From an optimization exercise on the open Yosys and OpenROAD flow, aimed at small area and a short achievable clock period; shortcuts taken in it are not production practice. No run shown here included a check of the RTL's function; only the layout flow was run. Power and IR drop assume default switching activity.

===== design/flow/config.mk =====
export PLATFORM = sky130hd
export DESIGN_NAME = mult_top
export DESIGN_NICKNAME = mult_top
export VERILOG_FILES = /design/flow/design.v
export SDC_FILE = /design/flow/constraint.sdc
export NUM_CORES = 4
export LEC_CHECK = 0
export CAP_MARGIN = 20
export CORE_MARGIN = 2
export CORE_UTILIZATION = 40
export SLEW_MARGIN = 20

===== design/flow/constraint.sdc =====
create_clock -name core_clock -period 6.3 [get_ports {clk}]
set_input_delay 1.2600 -clock core_clock [delete_from_list [all_inputs] [get_ports {clk}]]
set_output_delay 1.2600 -clock core_clock [all_outputs]
set_load 0.01 [all_outputs]

===== design/flow/design.v =====
`timescale 1ns / 1ps
module MITCH_ENC(
    input  [15:0] x,
    output [3:0]  k,
    output [6:0]  f
    );
    wire [14:0] a = x[14:0] ^ {15{x[15]}};
    wire [15:0] b0 = {1'b0, a};
    wire        z3 = ~|b0[15:8];
    wire [15:0] b1 = z3 ? {b0[7:0], 8'b0} : b0;
    wire        z2 = ~|b1[15:12];
    wire [15:0] b2 = z2 ? {b1[11:0], 4'b0} : b1;
    wire        z1 = ~|b2[15:14];
    wire [15:0] b3 = z1 ? {b2[13:0], 2'b0} : b2;
    wire        z0 = ~b3[15];
    wire [15:0] b4 = z0 ? {b3[14:0], 1'b0} : b3;
    assign k = ~{z3, z2, z1, z0};
    assign f = b4[14:8];
endmodule
module MITCH_IN(
    input  [15:0] x,
    input  [15:0] y,
    output [4:0]  ks,
    output [6:0]  fx,
    output [6:0]  fy,
    output        t
    );
    wire [3:0] kx, ky;
    wire [6:0] fxa, fya;
    MITCH_ENC ex(.x(x), .k(kx), .f(fxa));
    MITCH_ENC ey(.x(y), .k(ky), .f(fya));
    wire nzx = |x;
    wire nzy = |y;
    wire nz  = nzx & nzy;
    wire [3:0] g = kx & ky;
    wire [3:0] p = kx ^ ky;
    wire c1 = g[0];
    wire c2 = g[1] | p[1] & g[0];
    wire c3 = g[2] | p[2] & g[1] | p[2] & p[1] & g[0];
    wire c4 = g[3] | p[3] & g[2] | p[3] & p[2] & g[1] | p[3] & p[2] & p[1] & g[0];
    wire [4:0] ksum = {c4, p ^ {c3, c2, c1, 1'b0}};
    assign ks = ksum & {5{nz}};
    assign fx = {fxa[6:1], fxa[0] & nzy};
    assign fy = {fya[6:1], fya[0] & nzx};
    assign t  = nz & (x[15] ^ y[15]);
endmodule
module MITCH_OUT(
    input  [4:0]  ks,
    input  [6:0]  fx,
    input  [6:0]  fy,
    input         t,
    output [21:0] v
    );
    wire [6:0] g0 = fx & fy;
    wire [6:0] p0 = fx ^ fy;
    wire [6:0] g1 = g0 | {p0[6:1] & g0[5:0], 1'b0};
    wire [6:0] p1 = {p0[6:1] & p0[5:0], p0[0]};
    wire [6:0] g2 = g1 | {p1[6:2] & g1[4:0], 2'b0};
    wire [6:0] p2 = {p1[6:2] & p1[4:0], p1[1:0]};
    wire [6:0] g3 = g2 | {p2[6:4] & g2[2:0], 4'b0};
    wire [6:0] s  = p0 ^ {g3[5:0], 1'b0};
    wire       c  = g3[6];
    wire [4:0] pos0;
    wire [4:0] k8 = {ks[3], ~ks[3], ks[2:0]};
    assign pos0 = ks[4] ? k8 : {2'b00, ks[3:1]};
    wire d = ks[4] | ks[0];
    wire [7:0]  b   = {1'b1, s};
    wire [8:0]  sa  = pos0[0] ? {b, 1'b0} : {1'b0, b};
    wire [10:0] sb  = pos0[1] ? {sa, 2'b0} : {2'b0, sa};
    wire [14:0] sc  = pos0[2] ? {sb, 4'b0} : {4'b0, sb};
    wire [22:0] sd  = pos0[3] ? {sc, 8'b0} : {8'b0, sc};
    wire [29:0] se  = pos0[4] ? {sd[13:0], 16'b0} : {7'b0, sd};
    wire [22:0] sf  = (c & d) ? se[28:6] : se[29:7];
    wire low = ~|ks[4:1] & (~ks[0] | ~c);
    wire [21:0] m = low ? {14'b0, s[0], 7'b0} : sf[21:0];
    assign v = m ^ {22{t}};
endmodule
module MITCH_TRUNC_W8(
    input [15:0] x,
    input [15:0] y,
    output [31:0] p
    );
    wire [4:0] ks;
    wire [6:0] fx, fy;
    wire       t;
    wire [21:0] v;
    MITCH_IN  mi(.x(x), .y(y), .ks(ks), .fx(fx), .fy(fy), .t(t));
    MITCH_OUT mo(.ks(ks), .fx(fx), .fy(fy), .t(t), .v(v));
    assign p = {t, t, v, {8{t}}};
endmodule
`timescale 1ns / 1ps
module mult_top(
    input clk,
    input  [15:0] x,
    input  [15:0] y,
    output [31:0] p_out
    );
    wire [4:0] ks;
    wire [6:0] fx, fy;
    wire       t;
    MITCH_IN mi(.x(x), .y(y), .ks(ks), .fx(fx), .fy(fy), .t(t));
    reg [4:0] ks_r;
    reg [6:0] fx_r, fy_r;
    reg       t_r;
    always @(posedge clk) begin
        ks_r <= ks;
        fx_r <= fx;
        fy_r <= fy;
        t_r  <= t;
    end
    wire [21:0] v;
    MITCH_OUT mo(.ks(ks_r), .fx(fx_r), .fy(fy_r), .t(t_r), .v(v));
    reg [21:0] pm_r;
    reg        ps_r;
    always @(posedge clk) begin
        pm_r <= v;
        ps_r <= t_r;
    end
    assign p_out = {ps_r, ps_r, pm_r, {8{ps_r}}};
endmodule

===== design/flow/flow/run.sh =====
#!/bin/bash
# Standard ORFS flow with two changes: small adders are left to ABC instead of
# being mapped to full/half-adder cells, and the port buffers are buf_1.
set -uo pipefail
export BUFFER_PORTS_ARGS="-buffer_cell sky130_fd_sc_hd__buf_1"
bash standard.sh ADDER_MAP_FILE= "BUFFER_PORTS_ARGS=$BUFFER_PORTS_ARGS" finish > standard.log 2>&1

===== design/flow/standard.sh =====
#!/bin/bash
# synth_recipe.tcl (not shown) runs the flow's synth.tcl, then flattens the netlist and writes it again
# the make line also repeats each setting of config.mk as NAME=value (left out here)
make -C /OpenROAD-flow-scripts/flow DESIGN_CONFIG=/design/flow/config.mk WORK_HOME=/design/flow/orfs CLKGATE_MAP_FILE= SYNTH_SCRIPT=/design/flow/synth_recipe.tcl "${@:-finish}"

==> results.ini, run 1 <==
[routing]
drt_drc_violations_left=0
wirelength_mm=12.6
wire_per_inst_um=16.9
drt-initial-drc-count=234
post_drt_via_cell_ratio=6.24
dr.pass1.iters=5
antenna_left=0
vias=4638

[die]
die_w_um=110
die_area_mm2=0.0122
rows=38
io_pins=65
fp.coreArea_mm2=0.0109
die_h_um=110
initial_core_util=0.414

[timing]
rsz0062_at_grt=false
max-slew-margin-rel=0.348
setup_tns_ps=0
timing.hold.ws_ps=634
period_share=0.718
hold_viol_final=0
post-route-min-period_ps=4530
finalMaxSlewViolations=0
fin_skew_ps=4.34
max_freq_mhz=221
worst_slew_pin_slew_ps=951
finalSetupViolCount=0

[synthesis]
ys_seq_area_frac=0.190
synth_area_mm2=0.00453
synth_edf_count=0
yosysWarningCount=1
synth_ff_type=dfxtp_1
synthXorXnorAreaFrac=0.101
yosys_register_bits=43
syn-num-nets=615
synth-compound-area-share=0.376
synth.top_cells.by_area=dfxtp_1 (19%), xnor2_1 (5.4%), mux2i_1 (4.6%)
synth_top_area_frac=0.190
synthSimpleGateAreaFrac=0.202
synth_largest_area_cell=dfxtp_1
synthMuxAreaShare=0.0589
synth.avg_cell_area_um2=7.78
synthAdderAreaFrac=0.00718
synth_cell_types=80
synth_top_family_by_area=compound AO/OA/AOI/OAI gates
syn_inst=582
ys_async_sr_fraction=0

[power]
p_leak_uw=0.00170
ir_worst_vdd_mv=0.149
powerDensity_mw_per_mm2=327

[critical_path]
crit_chain=clkbuf_2 -> or4_1 -> o21ai_1 -> a31oi_1 -> o32ai_2 -> inv_1 -> a22oi_2 -> maj3_2 -> maj3_2
worst_path_largest_cell_delay_ps=820
worstPathArrival_ps=4750
cpMostUsedCell=maj3_2
worstSetupEndpointType=flop
cp_slowest_cell=o32ai_2
required_ps=6530
path_buf_inv=2
critPathTopFamily=compound AO/OA/AOI/OAI gates
start_kind=input port
critPathMaxFanout=37
crit_type=in2reg

[place]
numPortBuffers=64
dp_hpwl_mm=9.56
gp_congestion=0.979
dp_cells=736

[clock_network]
clk_pin_slew_ps=60
cts_setup_buffers=0
cts_resized=0
cts-root-buf=clkbuf_16
htree_levels=2
clock_latency_ps=280
clock_path_buffers=2
cts_made_buffers=5
numClockSinks=43
cts_hold_buf=0
tritoncts=done

[run]
drv_cap=0

[layout]
fillers=1124
syn2layout_area_growth_pct=7.10
fin_cells=743
antenna-diode-count=0
multi_input_area_mm2=0.00337
nets=637
drive_gt1_frac=0.0796
seq_area_um2=861

[global_route]
globalRouteOverflowTotal=0
grt_util_all_layers=0.208
antenna_found_initial=0
grt_max_degree=38
grt_pass1_vias=4166
grt_pass1_wl_mm=20.5

[hold_path]
hold_class=reg2reg

[status]
outcome=timing/DRC/antenna clean

stage by stage:
step / area (um2) / util / worst slack [ps] / power [uW]
2_1_floorplan: 4530 / - / 2480 / 1120
3_3_place_gp: 4710 / 0.431 / 1610 / 1330
3_5_place_dp: 4710 / 0.431 / 1520 / 1340
4_1_cts: 4840 / 0.443 / 1810 / 1580
5_1_grt: 4850 / 0.443 / 1560 / 1720
6_report: 4850 / 0.443 / 1770 / 1590
synthesized netlist by cell type, types with 6 or more instances:
cell type / count
nand4_1: 9
a311oi_1: 12
nor4_1: 10
a211oi_1: 19
nor3_1: 9
a21oi_1: 25
a31oi_1: 13
clkbuf_1: 30
nand3_1: 16
o21ai_0: 17
mux2i_1: 21
xnor2_1: 28
nor2_1: 38
nand2_1: 50
dfxtp_1: 43
inv_1: 11
buf_2: 9
o32ai_1: 7
a221oi_1: 6
o31ai_1: 12
o311a_1: 6
o22ai_1: 7
xor2_1: 24
or4_1: 7
nor2b_1: 7
o21a_1: 6
or3_1: 6
o211ai_1: 10
buf_4: 10
cells by family after synthesis:
kind of cell	count (synthesis)
simple gates	181
buf+inv	64
compound gates	214
flops	43
mux	25
fa+ha+maj	3
xor+xnor	52
worst register-to-register path, delay by kind of cell, from the launching register on:
kind | cells | cell delay, ps
and+or+nand+nor | 3 | 690
AOI/OAI and AO/OA | 2 | 540
DFF | 1 | 960
xor gates and xnor gates | 1 | 130
muxes | 2 | 1410
final timing paths:
check                           startpoint       end  slack, ps  depth (start not counted)
worst min-delay path                   t_r   pm_r[1]        630                          2
worst max-delay path                 x[15]   ks_r[4]       1770                          9
worst max register to register     ks_r[4]  pm_r[17]       2510                          8
worst min register to register         t_r   pm_r[1]        630                          2
power breakdown:
group	internal [uW]	switching (uW)
registers	371	77.2
logic	341	557
clock network	142	98.9
total	853	734
flip-flops by register name, summed over array words and instances, names as in the netlist:
name / cells
pm_r: 22
fx_r: 7
fy_r: 7
ks_r: 5
ps_r: 1
t_r: 1
placed cells by master (no fill, tap or decap), types with 9 or more instances in the layout:
| cell | instances |
|---|---|
| o21ai_0 | 17 |
| inv_1 | 11 |
| nand3_1 | 16 |
| dfxtp_1 | 43 |
| o31ai_1 | 12 |
| xnor2_1 | 28 |
| xor2_1 | 24 |
| o211ai_1 | 10 |
| nor4_1 | 10 |
| a31oi_1 | 13 |
| nor2_1 | 38 |
| a21oi_1 | 25 |
| a311oi_1 | 12 |
| nand4_1 | 9 |
| nand2_1 | 50 |
| buf_1 | 63 |
| a211oi_1 | 19 |
| mux2i_1 | 21 |
| nor3_1 | 9 |
layer usage:
layer,wire length (um),share of wire,GRT usage,up-vias
met2,6290,0.50,0.371,162
li1,-,-,-,2308
met3,615,0.049,0.0188,18
met4,188,0.015,0.0518,0
met1,5490,0.44,0.269,2150
met5,0,0,0,-
area by class of cell:
| type | instances | area share |
|---|---|---|
| multi-input cells | 475 | 0.695 |
| flip-flops and latches | 43 | 0.178 |
| clock buffers | 5 | 0.0258 |
| clock inverters | 1 | 0.00155 |
| repair buffers | 68 | 0.0555 |
| inverters | 11 | 0.00851 |
| well taps | 140 | 0.0361 |
==> run 2, diff against run 1 <==
==> design/flow/flow/run.sh (replaced) <==
#!/bin/bash
# Standard ORFS flow (the standard.sh) with these changes:
#  - ABC maps with flow/abc.script (area-oriented, no up-sizing), through a
#    copy of the ORFS scripts folder in which only abc_area.script differs;
#  - small adders are left to ABC instead of full/half-adder cells;
set -uo pipefail
cp -r "$FLOW_HOME/scripts" ./scripts
cp flow/abc.script ./scripts/abc_area.script
bash standard.sh SCRIPTS_DIR="$PWD/scripts" ABC_AREA=1 ADDER_MAP_FILE= \
  "BUFFER_PORTS_ARGS=-buffer_cell sky130_fd_sc_hd__buf_1" finish > standard.log 2>&1
==> design/flow/flow/abc.script (new file) <==
strash
dch
map -a
topo
stime -c
--- a/design/flow/config.mk
+++ b/design/flow/config.mk
@@ -10,2 +10,3 @@
 export CORE_UTILIZATION = 40
+export SETUP_SLACK_MARGIN = 2.5
 export SLEW_MARGIN = 20
==> results.ini, run 2 <==
[status]
outcome=timing/DRC/antenna clean

[synthesis]
synth_most_common_cell=nand2_1
synthSimpleGateAreaFrac=0.293
ys_seq_area_frac=0.258
yosysWarningCount=1
synth_top_family_by_area=simple AND/OR/NAND/NOR gates
synth.avg_cell_area_um2=6.23
yosys_register_bits=43
ys_async_sr_fraction=0
synth_cell_types=30
synthXorXnorAreaFrac=0.149
synth_common_cells=nand2_1 (103), nor2_1 (101), clkinv_1 (63)
synth.top_cells.by_area=dfxtp_1 (26%), xor2_1 (13%), nand2_1 (12%)
synth_ff_type=dfxtp_1
synthMuxAreaShare=0.00599
syn_inst=536
synth_area_mm2=0.00334
synth_top_area_frac=0.258
synth_edf_count=0
syn-num-nets=569
synth-compound-area-share=0.200
synthAdderAreaFrac=0
synth_largest_area_cell=dfxtp_1

[layout]
syn2layout_area_growth_pct=28.0
max_flop_register=pm_r
nets=671
layout_common_cells=nand2_1 (100), nor2_1 (90), buf_1 (63)
largest_reg_flops=22
drive_gt1_frac=0.162
layout_commonest_cell=nand2_1
antenna-diode-count=0
reg.largest.list=pm_r (22), fx_r (7), fy_r (7)

[timing]
finalSetupViolCount=0
finalMaxSlewViolations=0
rsz0062_at_grt=true
fin_skew_ps=4.33
hold_viol_final=0
post-route-min-period_ps=3990
worst_slew_pin_slew_ps=899
max-slew-margin-rel=0.385
setup_tns_ps=0
period_share=0.633
max_freq_mhz=251
timing.hold.ws_ps=610

[die]
die_h_um=95.4
die_area_mm2=0.00910
fp.coreArea_mm2=0.00818
initial_core_util=0.409
io_pins=65
rows=33
die_w_um=95.4

[critical_path]
cp_slowest_cell=o21ai_1
start_kind=input port
critPathMaxFanout=8
worstSetupEndpointType=flop
cp.depth=20
worstPathArrival_ps=4180
cpMostUsedCell=buf_4
critPathTopFamily=buffers and inverters
rr_worst_depth=14
path_buf_inv=9
crit_chain=buf_1 -> buf_6 -> buf_4 -> xor2_1 -> or3_4 -> nor2_4 -> buf_6 -> a21oi_1 -> nand4_1 -> buf_4 -> buf_4 -> o21ai_1 -> a21oi_4 -> nor2_2 -> nand2_2 -> inv_4 -> nor2_4 -> buf_4 -> buf_6 -> o21a_1
worst_path_largest_cell_delay_ps=280
crit_type=in2reg
r2r-end=pm_r[0]
reg2reg_slack_ps=2960
required_ps=6490
crit-reg2reg-launch=fy_r[0]

[clock_network]
numClockSinks=43
cts-root-buf=clkbuf_8
clock_path_buffers=2
clock_latency_ps=290
htree_levels=2
tritoncts=done
cts_hold_buf=0
clk_pin_slew_ps=80
cts_made_buffers=5

[hold_path]
hold_path_end=ps_r
hold_class=reg2reg
min_from=t_r
min_path_cells=0

[global_route]
grt_pass1_vias=3350
grt_pass1_wl_mm=14.5
grt_util_all_layers=0.195
antenna_found_initial=0
grt_max_degree=25
globalRouteOverflowTotal=0

[routing]
drt_drc_violations_left=0
drt-initial-drc-count=167
dr.pass1.iters=4
antenna_left=0
wire_per_inst_um=11.9
post_drt_via_cell_ratio=5.06
vias=3757
wirelength_mm=8.84

[power]
ir_worst_vdd_mv=0.126
power_uw=1610
powerDensity_mw_per_mm2=375
p_leak_uw=0.00176

[place]
dp_hpwl_mm=6.65
gp_congestion=0.896
numPortBuffers=64

[run]
drv_cap=0

[run 2: changes by cell type in the layout (fill, tap and decap cells not counted), sizes merged, moves of 16 or more]
cell,change
nor2,+63
clkinv,+55
nand2,+51
o21ai,+40
buf,+38
xor2,+25
xnor2,-20
mux2i,-19
a211oi,-16
[run 2: logic make-up after synthesis]
| logic type | Yosys count |
|---|---|
| and+or+nand+nor | 240 |
| AOI/OAI and AO/OA | 121 |
| buffers and inverters | 73 |
| xor gates and xnor gates | 57 |
| DFF | 43 |
| muxes | 2 |
[run 2: final cells by class]
type                            instances  area (um2)
Fill cell                             851        3900
Multi-Input combinational cell        420        2360
Inverter                               63         268
Clock buffer                            5        68.8
Timing Repair Buffer                  105         574
Tap cell                              105         131
Clock inverter                          1        7.51
Sequential cell                        43         861
[run 2: per-layer routing]
metal / GRT usage / vias to the layer above / part of all wire
met5: 0 / - / 0
met4: 0.0786 / 0 / 0.033
met3: 0.0277 / 29 / 0.040
met2: 0.358 / 125 / 0.51
met1: 0.227 / 1633 / 0.42
li1: - / 1970 / -
[run 2: power breakdown]
part,internal (uW),total [uW],switching (uW)
registers,389,428,39.0
clock network,73.6,161,87.6
logic,369,1020,647
[run 2: worst max-delay path by stage]
stage	from	to	slack (ps)
4_1_cts	y[15]	ks_r[3]	2440
2_1_floorplan	y[15]	ks_r[3]	1970
6_report	y[15]	ks_r[2]	2310
3_3_place_gp	y[15]	ks_r[3]	1120
3_5_place_dp	y[15]	ks_r[3]	1120
5_1_grt	y[15]	ks_r[3]	2180
[run 2: through the flow]
step | setup WS (ps) | util | area [um2] | instances
2_1_floorplan | 1970 | - | 3430 | 536
3_3_place_gp | 1120 | 0.459 | 3750 | 699
3_5_place_dp | 1120 | 0.459 | 3750 | 699
4_1_cts | 2440 | 0.510 | 4170 | 737
5_1_grt | 2180 | 0.523 | 4280 | 742
6_report | 2310 | 0.523 | 4280 | 742
[run 2: what timing repair did]
| item | in CTS | in global routing |
|---|---|---|
| buffers inserted | 32 | 5 |
| pin swaps | 18 | 12 |
| gates cloned | 0 | 0 |
| gates resized for setup | 32 | 30 |
| endpoints found under the setup margin | 19 | 18 |
==> run 3, diff against run 2 <==
--- a/design/flow/config.mk
+++ b/design/flow/config.mk
@@ -10,3 +10,3 @@
 export CORE_UTILIZATION = 40
-export SETUP_SLACK_MARGIN = 2.5
+export SETUP_SLACK_MARGIN = 3.5
 export SLEW_MARGIN = 20
==> results.ini, run 3 <==
[synthesis]
synth_edf_count=0
yosys_register_bits=43
synth_largest_area_cell=dfxtp_1
synth_cell_types=30
syn-num-nets=569
synth_top_area_frac=0.258
yosysWarningCount=1
synth_ff_type=dfxtp_1
synth.avg_cell_area_um2=6.23
synth_most_common_cell=nand2_1
synth_area_mm2=0.00334
ys_async_sr_fraction=0
ys_seq_area_frac=0.258
syn_inst=536
synth_common_cells=nand2_1 (103), nor2_1 (101), clkinv_1 (63)
synth.top_cells.by_area=dfxtp_1 (26%), xor2_1 (13%), nand2_1 (12%)

[timing]
worst_slew_pin_slew_ps=741
setup_ws_ps=2430
finalSetupViolCount=0
period_share=0.615
fin_skew_ps=5.84
finalMaxSlewViolations=0
setup_tns_ps=0
post-route-min-period_ps=3870
hold_viol_final=0
rsz0062_at_grt=true
max-slew-margin-rel=0.504
max_freq_mhz=258

[clock_network]
htree_levels=2
cts_hold_buf=0
numClockSinks=43
tritoncts=done
cts-root-buf=clkbuf_8
cts_made_buffers=5
clock_path_buffers=2
clock_latency_ps=300
clk_pin_slew_ps=90

[layout]
largest_reg_flops=22
fillers=737
nets=710
max_flop_register=pm_r
reg.largest.list=pm_r (22), fx_r (7), fy_r (7)
antenna-diode-count=0
syn2layout_area_growth_pct=53.2
drive_gt1_frac=0.320
layout_commonest_cell=nand2_1
layout_common_cells=nand2_1 (98), nor2_1 (75), buf_4 (67)

[hold_path]
min_from=t_r
min_path_cells=0
hold_path_end=ps_r
hold_class=reg2reg

[critical_path]
reg2reg_slack_ps=3560
r2r-end=pm_r[7]
crit-reg2reg-launch=fy_r[1]
worstPathArrival_ps=4080
crit_type=in2reg
required_ps=6510
critPathMaxFanout=5
rr_worst_depth=14
worstSetupEndpointType=flop
start_kind=input port

[power]
p_leak_uw=0.00208
power_uw=1920
powerDensity_mw_per_mm2=374
ir_worst_vdd_mv=0.149

[routing]
dr.pass1.iters=7
post_drt_via_cell_ratio=5.25
drt-initial-drc-count=197
wl_met3_um=542
drt_drc_violations_left=0
antenna_left=0
vias=4107
wirelength_mm=11.1
top_layer=met4
wl_met2_mm=5.81
wl_met1_mm=4.46
wire_per_inst_um=14.1

[global_route]
grt_util_all_layers=0.226
grt_pass1_wl_mm=16.5
grt_max_degree=21
globalRouteOverflowTotal=0
antenna_found_initial=0
grt_pass1_vias=3682

[die]
die_area_mm2=0.00910
rows=33
die_w_um=95.4
fp.coreArea_mm2=0.00818
die_h_um=95.4
initial_core_util=0.409
io_pins=65

[place]
dp_hpwl_mm=6.85
gp_congestion=0.903
numPortBuffers=64
pre_cts_ws_ps=747

[status]
outcome=timing/DRC/antenna clean

[run]
drv_cap=0

run 3: timing repair:
item                       4_1_cts  5_1_grt
gates cloned                     3        1
pin swaps                       28       39
buffers inserted                45       29
gates resized for setup         76      108
setup endpoints to repair       41       41
run 3: area by class of cell:
| type | count | area, um2 | area share |
|---|---|---|---|
| Sequential cell | 43 | 868 | 0.170 |
| Clock buffer | 5 | 68.8 | 0.0134 |
| Tap cell | 105 | 131 | 0.0257 |
| Timing Repair Buffer | 142 | 963 | 0.188 |
| Multi-Input combinational cell | 422 | 2760 | 0.539 |
| Clock inverter | 3 | 23.8 | 0.00464 |
| Inverter | 63 | 303 | 0.0592 |
run 3: routing by layer:
layer,track usage,vias up
met5,0,-
met3,0.0340,27
met1,0.258,1875
met2,0.434,159
li1,-,2046
met4,0.0619,0
run 3: report_power, final:
part           internal [uW]  leakage, uW  switching (uW)
combinational            507      0.00168             786
sequential               391     0.000362            46.2
clock                   79.4    0.0000408             107
total                    977      0.00208             939
run 3: through the flow:
step	util	cell area [um2]	hold slack [ps]	cells
2_1_floorplan	-	3460	520	536
3_5_place_dp	0.461	3770	584	697
3_3_place_gp	0.461	3770	577	697
4_1_cts	0.559	4570	596	753
6_report	0.626	5120	603	783
5_1_grt	0.626	5120	622	783
run 3: kinds of logic (layout without fill, tap and decap cells):
family,count (synthesis),after routing,synth area share
flip-flops,43,43,0.258
buffers and inverters,73,213,0.0933
multiplexers,2,2,0.00599
AND/OR/NAND/NOR,240,241,0.293
AO/OA/AOI/OAI,121,122,0.200
XOR/XNOR,57,57,0.149
run 3: worst max path at each step:
stage	cells after the start	slack, ps	from	end
5_1_grt	21	2280	y[9]	ks_r[3]
3_5_place_dp	21	750	y[15]	ks_r[3]
2_1_floorplan	20	1970	y[15]	ks_r[3]
4_1_cts	23	2670	y[15]	ks_r[3]
6_report	20	2430	y[9]	ks_r[2]
3_3_place_gp	23	880	y[15]	ks_r[3]
run 3: critical path, cell delays in order:
cell and delay [ps]:
buf_8 110, xor2_4 170, or4_4 540, nor2_4 200, clkinv_4 80, nor2_4 130
clkinv_2 60, nand4_1 130, clkinv_2 110, a21oi_4 210, inv_4 60, nor2_4 190
nor2_4 50, nor2_2 140, nand2_1 100, clkinv_2 80, nor2_4 40, buf_4 120
buf_4 120, o21a_1 170
==> run 4, diff against run 3 <==
--- a/design/flow/design.v
+++ b/design/flow/design.v
@@ -6,13 +6,21 @@
     );
-    wire [14:0] a = x[14:0] ^ {15{x[15]}};
-    wire [15:0] b0 = {1'b0, a};
-    wire        z3 = ~|b0[15:8];
-    wire [15:0] b1 = z3 ? {b0[7:0], 8'b0} : b0;
-    wire        z2 = ~|b1[15:12];
-    wire [15:0] b2 = z2 ? {b1[11:0], 4'b0} : b1;
-    wire        z1 = ~|b2[15:14];
-    wire [15:0] b3 = z1 ? {b2[13:0], 2'b0} : b2;
-    wire        z0 = ~b3[15];
-    wire [15:0] b4 = z0 ? {b3[14:0], 1'b0} : b3;
-    assign k = ~{z3, z2, z1, z0};
+    wire [15:0] a = {1'b0, x[14:0] ^ {15{x[15]}}};
+    wire [3:0] n, h, l;
+    genvar i;
+    generate
+        for (i = 0; i < 4; i = i + 1) begin : nib
+            assign n[i] = |a[4*i+3:4*i];
+            assign h[i] = a[4*i+3] | a[4*i+2];
+            assign l[i] = a[4*i+3] | ~a[4*i+2] & a[4*i+1];
+        end
+    endgenerate
+    wire k3 = n[3] | n[2];
+    wire k2 = k3 ? n[3] : n[1];
+    wire k1 = k3 ? (k2 ? h[3] : h[2]) : (k2 ? h[1] : h[0]);
+    wire k0 = k3 ? (k2 ? l[3] : l[2]) : (k2 ? l[1] : l[0]);
+    wire [15:0] b1 = k3 ? a  : {a[7:0],   8'b0};
+    wire [15:0] b2 = k2 ? b1 : {b1[11:0], 4'b0};
+    wire [15:0] b3 = k1 ? b2 : {b2[13:0], 2'b0};
+    wire [15:0] b4 = k0 ? b3 : {b3[14:0], 1'b0};
+    assign k = {k3, k2, k1, k0};
     assign f = b4[14:8];
@@ -36,7 +44,11 @@
     wire [3:0] p = kx ^ ky;
-    wire c1 = g[0];
-    wire c2 = g[1] | p[1] & g[0];
-    wire c3 = g[2] | p[2] & g[1] | p[2] & p[1] & g[0];
-    wire c4 = g[3] | p[3] & g[2] | p[3] & p[2] & g[1] | p[3] & p[2] & p[1] & g[0];
-    wire [4:0] ksum = {c4, p ^ {c3, c2, c1, 1'b0}};
+    wire c2a = g[1];
+    wire c3a = g[2] | p[2] & g[1];
+    wire c4a = g[3] | p[3] & g[2] | p[3] & p[2] & g[1];
+    wire c2b = g[1] | p[1];
+    wire c3b = g[2] | p[2] & (g[1] | p[1]);
+    wire c4b = g[3] | p[3] & g[2] | p[3] & p[2] & (g[1] | p[1]);
+    wire [3:0] hia = {c4a, p[3] ^ c3a, p[2] ^ c2a, p[1]};
+    wire [3:0] hib = {c4b, p[3] ^ c3b, p[2] ^ c2b, ~p[1]};
+    wire [4:0] ksum = {g[0] ? hib : hia, p[0]};
     assign ks = ksum & {5{nz}};
==> results.ini, run 4 <==
[synthesis]
synth_largest_area_cell=dfxtp_1
ys_seq_area_frac=0.249
synth.top_cells.by_area=dfxtp_1 (25%), xor2_1 (12%), nor2_1 (11%)
synth_area_mm2=0.00346
synth_common_cells=nor2_1 (105), nand2_1 (96), clkinv_1 (69)
synth_cell_types=28
synth_edf_count=0
yosys_register_bits=43
synth_top_area_frac=0.249
syn-num-nets=585
synth.avg_cell_area_um2=6.27
ys_async_sr_fraction=0
synth_most_common_cell=nor2_1
synth_ff_type=dfxtp_1
yosysWarningCount=1
syn_inst=552

[timing]
worst_slew_pin_slew_ps=799
finalSetupViolCount=0
max_freq_mhz=309
fin_skew_ps=4.90
finalMaxSlewViolations=0
rsz0062_at_grt=true
hold_viol_final=0
period_share=0.513
setup_tns_ps=0
post-route-min-period_ps=3230
max-slew-margin-rel=0.462

[routing]
dr.pass1.iters=5
post_drt_via_cell_ratio=5.46
drt-initial-drc-count=202
wire_per_inst_um=15.0
antenna_left=0
drt_drc_violations_left=0
wirelength_mm=12.0
vias=4392

[clock_network]
numClockSinks=43
cts-root-buf=clkbuf_8
clock_latency_ps=300
htree_levels=2
clk_pin_slew_ps=80
tritoncts=done
clock_path_buffers=2
cts_made_buffers=5

[power]
ir_worst_vdd_mv=0.140
powerDensity_mw_per_mm2=328
p_leak_uw=0.00228

[global_route]
grt_max_degree=24
grt_pass1_wl_mm=17.9
globalRouteOverflowTotal=0
antenna_found_initial=0
grt_util_all_layers=0.224
grt_pass1_vias=4019

[hold_path]
hold_class=reg2reg
min_from=t_r

[die]
rows=33
die_h_um=97.0
die_w_um=97.0
fp.coreArea_mm2=0.00830
io_pins=65
die_area_mm2=0.00942
initial_core_util=0.417

[place]
gp_congestion=0.862
dp_hpwl_mm=7.22
dp_cells=714
numPortBuffers=64
place_area_mm2=0.00398

[critical_path]
worstPathArrival_ps=3390
required_ps=6460
critPathMaxFanout=8
worstSetupEndpointType=flop
crit-reg2reg-launch=fx_r[2]
startpoint=y[15]
start_kind=input port
crit_type=in2reg

[layout]
layout_common_cells=nand2_1 (80), nor2_1 (73), buf_4 (67)
antenna-diode-count=0
fillers=638
drive_gt1_frac=0.386
seq_area_um2=866
max_flop_register=pm_r
multi_input_area_mm2=0.00316
fin_cells=804
nets=731
largest_reg_flops=22
reg.largest.list=pm_r (22), fx_r (7), fy_r (7)
layout_commonest_cell=nand2_1
final_area_mm2=0.00569
syn2layout_area_growth_pct=64.3

[status]
outcome=timing/DRC/antenna clean

[run]
drv_cap=0

==> run 4: changes by cell type after synthesis, moves of 3 or more <==
cell | before | now
a211oi_1 | 3 | 7
and2_2 | 1 | 5
clkinv_1 | 63 | 69
mux2i_1 | 2 | 10
nand2_1 | 103 | 96
nand4_1 | 5 | 2
nor2_1 | 101 | 105
nor3_1 | 6 | 9
o221ai_1 | 0 | 3
o22ai_1 | 1 | 7
xor2_1 | 49 | 46
==> run 4: what timing repair did <==
item,in CTS,in global routing
hold buffers,0,0
cloned,3,2
endpoints found under the setup margin,41,41
pin swaps,43,40
gates resized for setup,117,137
setup buffers,54,23
==> run 4: stage by stage <==
stage / setup slack (ps) / utilization / hold slack, ps / total power, uW
final: 3070 / 0.685 / 560 / 1860
after global routing: 2840 / 0.685 / 587 / 2010
after CTS: 3110 / 0.602 / 564 / 1660
after detailed placement: 1400 / 0.480 / 555 / 1280
after global placement: 1490 / 0.480 / 537 / 1270
after floorplan: 2590 / - / 476 / 1070
==> run 4: cell families (layout without fill, tap and decap cells) <==
kind of cell    after synthesis  after routing  share of synthesized area
simple gates                237            238                      0.279
compound gates              129            129                      0.210
buf+inv                      79            225                     0.0965
xor+xnor                     54             54                      0.137
flops                        43             43                      0.249
mux                          10             10                     0.0289
==> run 4: path summary, 6_finish.rpt <==
kind / to / slack, ps / cells past startpoint
min reg2reg: ps_r / 560 / 0
min: ps_r / 560 / 0
max reg2reg: pm_r[8] / 3550 / 14
max: ks_r[3] / 3070 / 20
==> run 4: area by class of cell <==
cell class                 count  share of cell area
multi-input combinational    431               0.556
timing repair buffer         147               0.186
sequential                    43               0.152
inverter                      69              0.0583
tap                          105              0.0231
clock buffer                   6              0.0128
clock inverter                 2              0.0106
timing repair inverter         1            0.000880
==> run 4: worst max-delay path, stage by stage <==
cell	delay, ps
buf_16	140
clkinv_8	50
or2_4	230
nand2_4	70
nor4_4	50
o21ai_4	230
clkinv_4	120
nor3_4	130
a311oi_2	60
nor2_2	240
clkinv_2	120
nor2_4	120
nand2_2	60
o21ai_2	60
inv_2	60
nand2_2	70
inv_4	40
nor2_2	80
xor2_1	150
nor2_1	50
==> run 4: per-layer routing <==
| metal | GRT usage | part of all wire | wire, um |
|---|---|---|---|
| met1 | 0.244 | 0.35 | 4260 |
| met2 | 0.421 | 0.52 | 6290 |
| met3 | 0.0238 | 0.062 | 743 |
| met4 | 0.120 | 0.061 | 738 |
| met5 | 0 | 0 | 0 |
==> run 4: report_power, final <==
part | switching, uW | internal [uW]
combinational | 733 | 464
sequential | 33.5 | 382
clock | 94.3 | 158
==> run 5, diff against run 4 <==
--- a/design/flow/config.mk
+++ b/design/flow/config.mk
@@ -10,3 +10,3 @@
 export CORE_UTILIZATION = 40
-export SETUP_SLACK_MARGIN = 3.5
+export SETUP_SLACK_MARGIN = 2.5
 export SLEW_MARGIN = 20
==> results.ini, run 5 <==
[layout]
nets=659
max_flop_register=pm_r
reg.largest.list=pm_r (22), fx_r (7), fy_r (7)
antenna-diode-count=0
fin_util=0.494
layout_commonest_cell=nor2_1
drive_gt1_frac=0.0893
layout_common_cells=nor2_1 (99), nand2_1 (92), buf_1 (63)
largest_reg_flops=22
syn2layout_area_growth_pct=18.5

[synthesis]
syn_inst=552
ys_async_sr_fraction=0
synth_area_mm2=0.00346
ys_seq_area_frac=0.249
synth_top_area_frac=0.249
synth.top_cells.by_area=dfxtp_1 (25%), xor2_1 (12%), nor2_1 (11%)
syn-num-nets=585
synth_most_common_cell=nor2_1
synth.avg_cell_area_um2=6.27
yosysWarningCount=1
synth_largest_area_cell=dfxtp_1
synth_cell_types=28
yosys_register_bits=43
synth_common_cells=nor2_1 (105), nand2_1 (96), clkinv_1 (69)
synth_edf_count=0
synth_ff_type=dfxtp_1

[place]
numPortBuffers=64
gp_congestion=0.961
dp_hpwl_mm=7.34

[routing]
wire_per_inst_um=12.4
wirelength_mm=9.08
dr.pass1.iters=5
antenna_left=0
post_drt_via_cell_ratio=5.11
drt-initial-drc-count=135
drt_drc_violations_left=0
vias=3742

[timing]
max_freq_mhz=274
setup_tns_ps=0
rsz0062_at_grt=true
finalSetupViolCount=0
worst_slew_pin_slew_ps=854
post-route-min-period_ps=3650
finalMaxSlewViolations=0
fin_skew_ps=3.67
hold_viol_final=0
period_share=0.579
max-slew-margin-rel=0.425
timing.hold.ws_ps=585

[global_route]
globalRouteOverflowTotal=0
grt_max_degree=24
antenna_found_initial=0
grt_pass1_vias=3386
grt_pass1_wl_mm=15.4
grt_util_all_layers=0.192

[critical_path]
crit_type=in2reg
path_buf_inv=7
critPathTopFamily=simple AND/OR/NAND/NOR gates
cp.depth=20
start_kind=input port
crit-reg2reg-launch=fx_r[2]
crit_chain=buf_1 -> buf_8 -> clkinv_2 -> or2_4 -> nand2_4 -> nor4_4 -> o21ai_4 -> clkinv_4 -> nor3_2 -> a311oi_1 -> nor2_2 -> buf_4 -> nor2_1 -> o21ai_1 -> clkinv_1 -> nand2_1 -> clkinv_2 -> nor2_2 -> xor2_1 -> nor2_1
required_ps=6450
crit_end=ks_r[3]
worstPathArrival_ps=3800
worst_path_largest_cell_delay_ps=260
r2r-end=pm_r[7]
critPathMaxFanout=18
cp_slowest_cell=or2_4
startpoint=y[15]
rr_worst_depth=14
reg2reg_slack_ps=2840
worstSetupEndpointType=flop

[status]
outcome=timing/DRC/antenna clean

[die]
die_w_um=97.0
io_pins=65
rows=33
fp.coreArea_mm2=0.00830
die_h_um=97.0
initial_core_util=0.417
die_area_mm2=0.00942

[run]
drv_cap=0

[clock_network]
clock_latency_ps=290
htree_levels=2
clk_pin_slew_ps=80
cts_hold_buf=0
tritoncts=done
cts-root-buf=clkbuf_8
cts_made_buffers=5
clock_path_buffers=2
numClockSinks=43

[power]
powerDensity_mw_per_mm2=366
p_leak_uw=0.00164
ir_worst_vdd_mv=0.159

[hold_path]
hold_class=reg2reg

==> run 5: area by class of cell <==
class	count	area (um2)
Timing Repair Buffer	77	353
Multi-Input combinational cell	430	2370
Tap cell	105	131
Clock buffer	6	82.6
Inverter	69	272
Clock inverter	2	35.0
Fill cell	873	4200
Sequential cell	43	861
==> run 5: how the worst min path moves through the flow <==
stage               slack, ps  cells after the start  startpoint    to
floorplan                 480                      0         t_r  ps_r
detailed placement        590                      0         t_r  ps_r
global route              610                      0         t_r  ps_r
finish                    590                      0         t_r  ps_r
global placement          590                      0         t_r  ps_r
CTS                       600                      0         t_r  ps_r
==> run 5: power breakdown <==
group          internal, uW  switching, uW  leakage, uW
registers               381           32.4     0.000362
logic                   301            568      0.00122
clock network           128           91.9    0.0000612
total                   811            692      0.00164
==> run 5: stage by stage <==
stage          cell area, um2  setup slack [ps]  instances  power [uW]
4_1_cts                  4030              2510        726        1500
5_1_grt                  4100              2400        732        1650
2_1_floorplan            3530              2530        552        1050
3_5_place_dp             3840              1300        713        1270
6_report                 4100              2650        732        1500
3_3_place_gp             3840              1410        713        1270
==> run 5: cells by family (layout without fill, tap and decap cells) <==
group	Yosys count	in the layout	share of synthesized area
simple gates	237	237	0.279
compound gates	129	129	0.210
buf+inv	79	154	0.0965
xor+xnor	54	54	0.137
flops	43	43	0.249
mux	10	10	0.0289
==> run 5: timing repair <==
| item | 4_1_cts | 5_1_grt |
|---|---|---|
| setup endpoints to repair | 15 | 10 |
| setup buffers | 5 | 6 |
| gates resized for setup | 16 | 10 |
| pin swaps | 4 | 2 |
==> run 5: per-layer routing <==
layer	vias up	track usage	part of all wire
li1	1978	-	-
met1	1653	0.231	0.45
met3	12	0.0188	0.035
met2	99	0.360	0.50
met4	0	0.0531	0.014
met5	-	0	0
==> run 6, diff against run 5 <==
--- a/design/flow/config.mk
+++ b/design/flow/config.mk
@@ -10,3 +10,3 @@
 export CORE_UTILIZATION = 40
-export SETUP_SLACK_MARGIN = 2.5
+export SETUP_SLACK_MARGIN = 1.5
 export SLEW_MARGIN = 20
==> results.ini, run 6 <==
[status]
outcome=timing/DRC/antenna clean

[timing]
max-slew-margin-rel=0.439
post-route-min-period_ps=4350
timing.hold.ws_ps=526
hold_viol_final=0
fin_skew_ps=8.18
finalSetupViolCount=0
worst_slew_pin_slew_ps=833
setup_tns_ps=0
finalMaxSlewViolations=0
max_freq_mhz=230
period_share=0.690
setup_ws_ps=1950
rsz0062_at_grt=false

[critical_path]
crit-reg2reg-launch=fy_r[1]
critPathMaxFanout=18
rr_worst_depth=16
crit_end=ks_r[3]
crit_type=in2reg
worstSetupEndpointType=flop
reg2reg_slack_ps=2840
r2r-end=pm_r[7]
required_ps=6460
startpoint=y[15]
start_kind=input port
worstPathArrival_ps=4510

[layout]
fillers=920
layout_commonest_cell=nor2_1
antenna-diode-count=0
layout_common_cells=nor2_1 (105), nand2_1 (94), clkinv_1 (68)
nets=651
drive_gt1_frac=0.0420
syn2layout_area_growth_pct=13.3
max_flop_register=pm_r
reg.largest.list=pm_r (22), fx_r (7), fy_r (7)
largest_reg_flops=22

[synthesis]
synth_area_mm2=0.00346
syn-num-nets=585
ys_seq_area_frac=0.249
synth_most_common_cell=nor2_1
synth.avg_cell_area_um2=6.27
synth_ff_type=dfxtp_1
syn_inst=552
ys_async_sr_fraction=0
synth_largest_area_cell=dfxtp_1
synth.top_cells.by_area=dfxtp_1 (25%), xor2_1 (12%), nor2_1 (11%)
synth_top_area_frac=0.249
yosys_register_bits=43
synth_cell_types=28
yosysWarningCount=1
synth_common_cells=nor2_1 (105), nand2_1 (96), clkinv_1 (69)
synth_edf_count=0

[die]
die_area_mm2=0.00942
rows=33
initial_core_util=0.417
fp.coreArea_mm2=0.00830
die_w_um=97.0
die_h_um=97.0
io_pins=65

[power]
p_seq_frac=0.278
p_clk_frac=0.150
ir_worst_vdd_mv=0.232
powerDensity_mw_per_mm2=378
sw_frac_of_total=0.461
p_leak_uw=0.00156
p_comb_frac=0.572
switchingPower_uw=684
intPower_uw=800

[clock_network]
htree_levels=2
numClockSinks=43
cts_hold_buf=0
clock_latency_ps=300
cts-root-buf=clkbuf_8
tritoncts=done
clk_pin_slew_ps=90
clock_path_buffers=2
cts_made_buffers=5

[global_route]
grt_max_degree=24
grt_pass1_vias=3347
antenna_found_initial=0
globalRouteOverflowTotal=0
grt_pass1_wl_mm=15.8
grt_util_all_layers=0.197

[routing]
drt_drc_violations_left=0
dr.pass1.iters=4
drt-initial-drc-count=205
antenna_left=0
wire_per_inst_um=12.3
post_drt_via_cell_ratio=5.10
vias=3690
wirelength_mm=8.91

[place]
pre_cts_ws_ps=1180
numPortBuffers=64
gp_congestion=0.937
dp_hpwl_mm=7.25

[hold_path]
hold_class=reg2reg

[run]
drv_cap=0

-- run 6: cell counts after synthesis --
Identical to the previous run, type by type.
-- run 6: worst min path at each step --
stage,start,end,slack [ps],cells after the start
floorplan,t_r,ps_r,480,0
global placement,t_r,ps_r,510,0
detailed placement,t_r,ps_r,510,0
CTS,t_r,ps_r,520,0
global route,t_r,ps_r,550,0
finish,t_r,ps_r,530,0
-- run 6: cell type report --
type	instances	area (um2)	share of cell area
multi-input combinational	430	2270	0.579
sequential	43	861	0.219
timing repair buffer	69	279	0.0711
inverter	69	263	0.0670
tap	105	131	0.0335
clock buffer	6	82.6	0.0210
clock inverter	2	35.0	0.00893
-- run 6: layer usage --
layer / up-vias / share of wire / global-route usage
met3: 6 / 0.050 / 0.0275
met4: 0 / 0.0047 / 0.0282
met1: 1630 / 0.50 / 0.286
li1: 1956 / - / -
met2: 98 / 0.45 / 0.316
met5: - / 0 / 0
-- run 6: cells by family (layout without fill, tap and decap cells) --
| logic type | count (synthesis) | in the layout | synth area share |
|---|---|---|---|
| muxes | 10 | 10 | 0.0289 |
| and+or+nand+nor | 237 | 237 | 0.279 |
| DFF | 43 | 43 | 0.249 |
| AOI/OAI and AO/OA | 129 | 129 | 0.210 |
| buffers and inverters | 79 | 146 | 0.0965 |
| xor gates and xnor gates | 54 | 54 | 0.137 |
-- run 6: what timing repair did --
action | CTS | global route
setup buffers | 0 | 0
resized for setup | 1 | 5
endpoints found under the setup margin | 1 | 3
cloned | 0 | 0
-- run 6: worst max-delay path, stage by stage --
cell,delay [ps]
buf_1,70
buf_4,250
clkinv_1,140
or2_2,290
nand2_1,120
nor4_1,80
o21ai_0,170
buf_4,210
clkinvlp_4,220
nor3_1,200
a311oi_1,60
nor2_1,120
buf_4,200
clkinv_1,190
nor2_1,210
nand2_1,70
o21ai_0,80
clkinv_1,100
nand2_1,70
clkinv_1,80
nor2_1,120
xor2_1,150
nor2_1,50
-- run 6: power by group through the flow --
stage                     Sequential [uW]  Clock [uW]  Combinational, uW
after global routing                  428         239                981
after global placement                418           0                839
after CTS                             414         228                847
after floorplan                       458           0                590
after detailed placement              420           0                843
final                                 413         223                849
-- run 6: through the flow --
step | utilization | area (um2) | power [uW] | std cells
final | 0.473 | 3920 | 1480 | 724
after global placement | 0.457 | 3800 | 1260 | 716
after global routing | 0.473 | 3920 | 1650 | 724
after floorplan | - | 3460 | 1050 | 552
after CTS | 0.472 | 3920 | 1490 | 724
after detailed placement | 0.457 | 3800 | 1260 | 716
==> run 7, diff against run 6 <==
--- a/design/flow/config.mk
+++ b/design/flow/config.mk
@@ -10,3 +10,3 @@
 export CORE_UTILIZATION = 40
-export SETUP_SLACK_MARGIN = 1.5
+export SETUP_SLACK_MARGIN = 2.0
 export SLEW_MARGIN = 20
==> results.ini, run 7 <==
[synthesis]
synthXorXnorAreaFrac=0.137
synthSimpleGateAreaFrac=0.279
synth_common_cells=nor2_1 (105), nand2_1 (96), clkinv_1 (69)
synth_top_family_by_area=simple AND/OR/NAND/NOR gates
yosys_register_bits=43
yosysWarningCount=1
synth.avg_cell_area_um2=6.27
synth_top_area_frac=0.249
synthMuxAreaShare=0.0289
synth_largest_area_cell=dfxtp_1
syn-num-nets=585
synth_area_mm2=0.00346
ys_async_sr_fraction=0
synth.top_cells.by_area=dfxtp_1 (25%), xor2_1 (12%), nor2_1 (11%)
syn_inst=552
synth_edf_count=0
synth_cell_types=28
synth_ff_type=dfxtp_1
synth-compound-area-share=0.210
synth_most_common_cell=nor2_1
ys_seq_area_frac=0.249
synthAdderAreaFrac=0

[power]
p_leak_uw=0.00156
ir_worst_vdd_mv=0.191
powerDensity_mw_per_mm2=367

[clock_network]
numClockSinks=43
cts_made_buffers=5
tritoncts=done
clock_latency_ps=290
cts_hold_buf=0
clock_path_buffers=2
htree_levels=2
clk_pin_slew_ps=70
cts-root-buf=clkbuf_8

[critical_path]
worst_path_largest_cell_delay_ps=350
rr_worst_depth=12
r2r-end=pm_r[0]
crit-reg2reg-launch=ks_r[4]
start_kind=input port
worstPathArrival_ps=4170
required_ps=6450
worstSetupEndpointType=flop
reg2reg_slack_ps=2720
crit_chain=buf_1 -> buf_4 -> clkinv_1 -> nand2_1 -> nand2_1 -> nor4_1 -> o21ai_1 -> buf_4 -> a211oi_1 -> o21ai_2 -> nand2_2 -> nor2_4 -> o21ai_0 -> clkinv_1 -> nand2_1 -> clkinv_1 -> nor2_1 -> xor2_1 -> nor2_1
crit_type=in2reg
critPathMaxFanout=18
cp_slowest_cell=nor4_1

[layout]
layout_common_cells=nor2_1 (101), nand2_1 (93), clkinv_1 (67)
drive_gt1_frac=0.0534
nets=651
syn2layout_area_growth_pct=13.2
max_flop_register=pm_r
fillers=893
layout_commonest_cell=nor2_1
largest_reg_flops=22
reg.largest.list=pm_r (22), fx_r (7), fy_r (7)
antenna-diode-count=0

[global_route]
antenna_found_initial=0
grt_max_degree=24
grt_util_all_layers=0.190
grt_pass1_wl_mm=15.3
globalRouteOverflowTotal=0
grt_pass1_vias=3352

[status]
outcome=timing/DRC/antenna clean

[die]
die_area_mm2=0.00942
initial_core_util=0.417
fp.coreArea_mm2=0.00830
die_w_um=97.0
rows=33
io_pins=65
die_h_um=97.0

[place]
dp_hpwl_mm=7.20
numPortBuffers=64
gp_congestion=0.936
pre_cts_ws_ps=1090

[timing]
rsz0062_at_grt=false
max-slew-margin-rel=0.464
worst_slew_pin_slew_ps=783
setup_ws_ps=2280
post-route-min-period_ps=4020
period_share=0.638
setup_tns_ps=0
finalMaxSlewViolations=0
hold_viol_final=0
max_freq_mhz=249
finalSetupViolCount=0
fin_skew_ps=6.30

[routing]
wirelength_mm=8.81
drt_drc_violations_left=0
drt-initial-drc-count=198
antenna_left=0
wire_per_inst_um=12.2
vias=3713
dr.pass1.iters=5
post_drt_via_cell_ratio=5.14

[hold_path]
hold_path_end=ps_r
hold_class=reg2reg
min_from=t_r
min_path_cells=0

[run]
drv_cap=0

run 7: cell types whose count changed in the layout (fill, tap and decap cells not counted), sizes merged:
cell and change:
bufinv -1, clkinvlp -1, clkinv -1, inv +2
run 7: timing repair:
item | CTS | global route
resized for setup | 9 | 10
pin swaps | 1 | 0
setup buffers | 1 | 0
endpoints found under the hold margin | 0 | 0
setup endpoints to repair | 6 | 3
run 7: logic make-up after synthesis:
| group | after synthesis |
|---|---|
| and+or+nand+nor | 237 |
| AOI/OAI and AO/OA | 129 |
| buffers and inverters | 79 |
| xor gates and xnor gates | 54 |
| DFF | 43 |
| muxes | 10 |
run 7: worst max-delay path by stage:
stage	startpoint	slack, ps	cells after the start	end
after floorplan	y[15]	2070	19	ks_r[3]
after global placement	x[15]	1330	20	ks_r[3]
final	y[15]	2280	19	ks_r[3]
after detailed placement	x[15]	1090	20	ks_r[3]
after global routing	y[15]	2010	19	ks_r[3]
after CTS	x[15]	2000	20	ks_r[3]
run 7: cell type report:
class / count / area, um2 / area share
multi-input cells: 430 / 2300 / 0.586
clock buffers: 6 / 82.6 / 0.0211
clock inverters: 1 / 5.00 / 0.00128
inverters: 69 / 259 / 0.0661
well taps: 105 / 131 / 0.0335
repair buffers: 69 / 282 / 0.0719
flip-flops and latches: 43 / 861 / 0.220
run 7: power breakdown:
| group | switching, uW | internal, uW | total [uW] |
|---|---|---|---|
| logic | 558 | 292 | 849 |
| registers | 32.5 | 381 | 414 |
| clock network | 87.9 | 86.0 | 174 |
run 7: routing by layer:
| layer | global-route usage | vias up | wire length [um] |
|---|---|---|---|
| li1 | - | 1945 | - |
| met5 | 0 | - | 0 |
| met4 | 0.0325 | 0 | 89 |
| met1 | 0.269 | 1642 | 4290 |
| met3 | 0.0303 | 14 | 471 |
| met2 | 0.308 | 112 | 3970 |
run 7: critical path: cells and delay by family:
| kind | cells | cell delay (ps) |
|---|---|---|
| AOI/OAI and AO/OA | 4 | 800 |
| xor gates and xnor gates | 1 | 150 |
| buffers and inverters | 6 | 850 |
| and+or+nand+nor | 8 | 1120 |
run 7: stage by stage:
step	std cells	area, um2	hold WS [ps]	utilization	power, uW
CTS	723	3900	538	0.470	1440
global route	723	3920	560	0.472	1590
floorplan	552	3460	476	-	1050
finish	723	3920	545	0.472	1440
detailed placement	715	3790	530	0.457	1260
global placement	715	3790	527	0.457	1260

==> what the ideal ports hide <==
Ports are ideal in the flow. The routed layouts listed here were re-timed in OpenROAD.
Step 1 (the two cells are an assumption about what drives the block):
set clk [get_ports {clk}]
set_driving_cell -lib_cell sky130_fd_sc_hd__clkbuf_16 $clk
set_driving_cell -lib_cell sky130_fd_sc_hd__buf_2 [delete_from_list [all_inputs] $clk]
Step 2 also shifts input and output timing later by t, the mid clock arrival at the registers, as if the neighbouring blocks saw the same clock.
a / b / c = no drivers / after step 1 / after step 2; a / b = the first two.
run	t (ns)	setup slack, ns	worst hold slack (ns)	pins driven straight from the clock port
run 1	0.312	1.774 / 1.786 / 1.474	0.634 / 0.634 / 0.634	1
run 2	0.317	2.311 / 2.318 / 2.001	0.610 / 0.610 / 0.610	1
run 3	0.332	2.426 / 2.362 / 2.030	0.603 / 0.603 / 0.603	1
run 4	0.321	3.066 / 2.943 / 2.622	0.560 / 0.560 / 0.560	1
run 5	0.314	2.650 / 2.645 / 2.331	0.585 / 0.585 / 0.585	1
run 6	0.320	1.951 / 1.956 / 1.636	0.526 / 0.526 / 0.526	1
run 7	0.317	2.284 / 2.285 / 1.968	0.545 / 0.545 / 0.545	1
After both steps setup and hold are still met in every run listed. For run 4, which loses most, drivers alone change the setup slack by -0.123 ns; drivers and shift together by -0.444 ns.
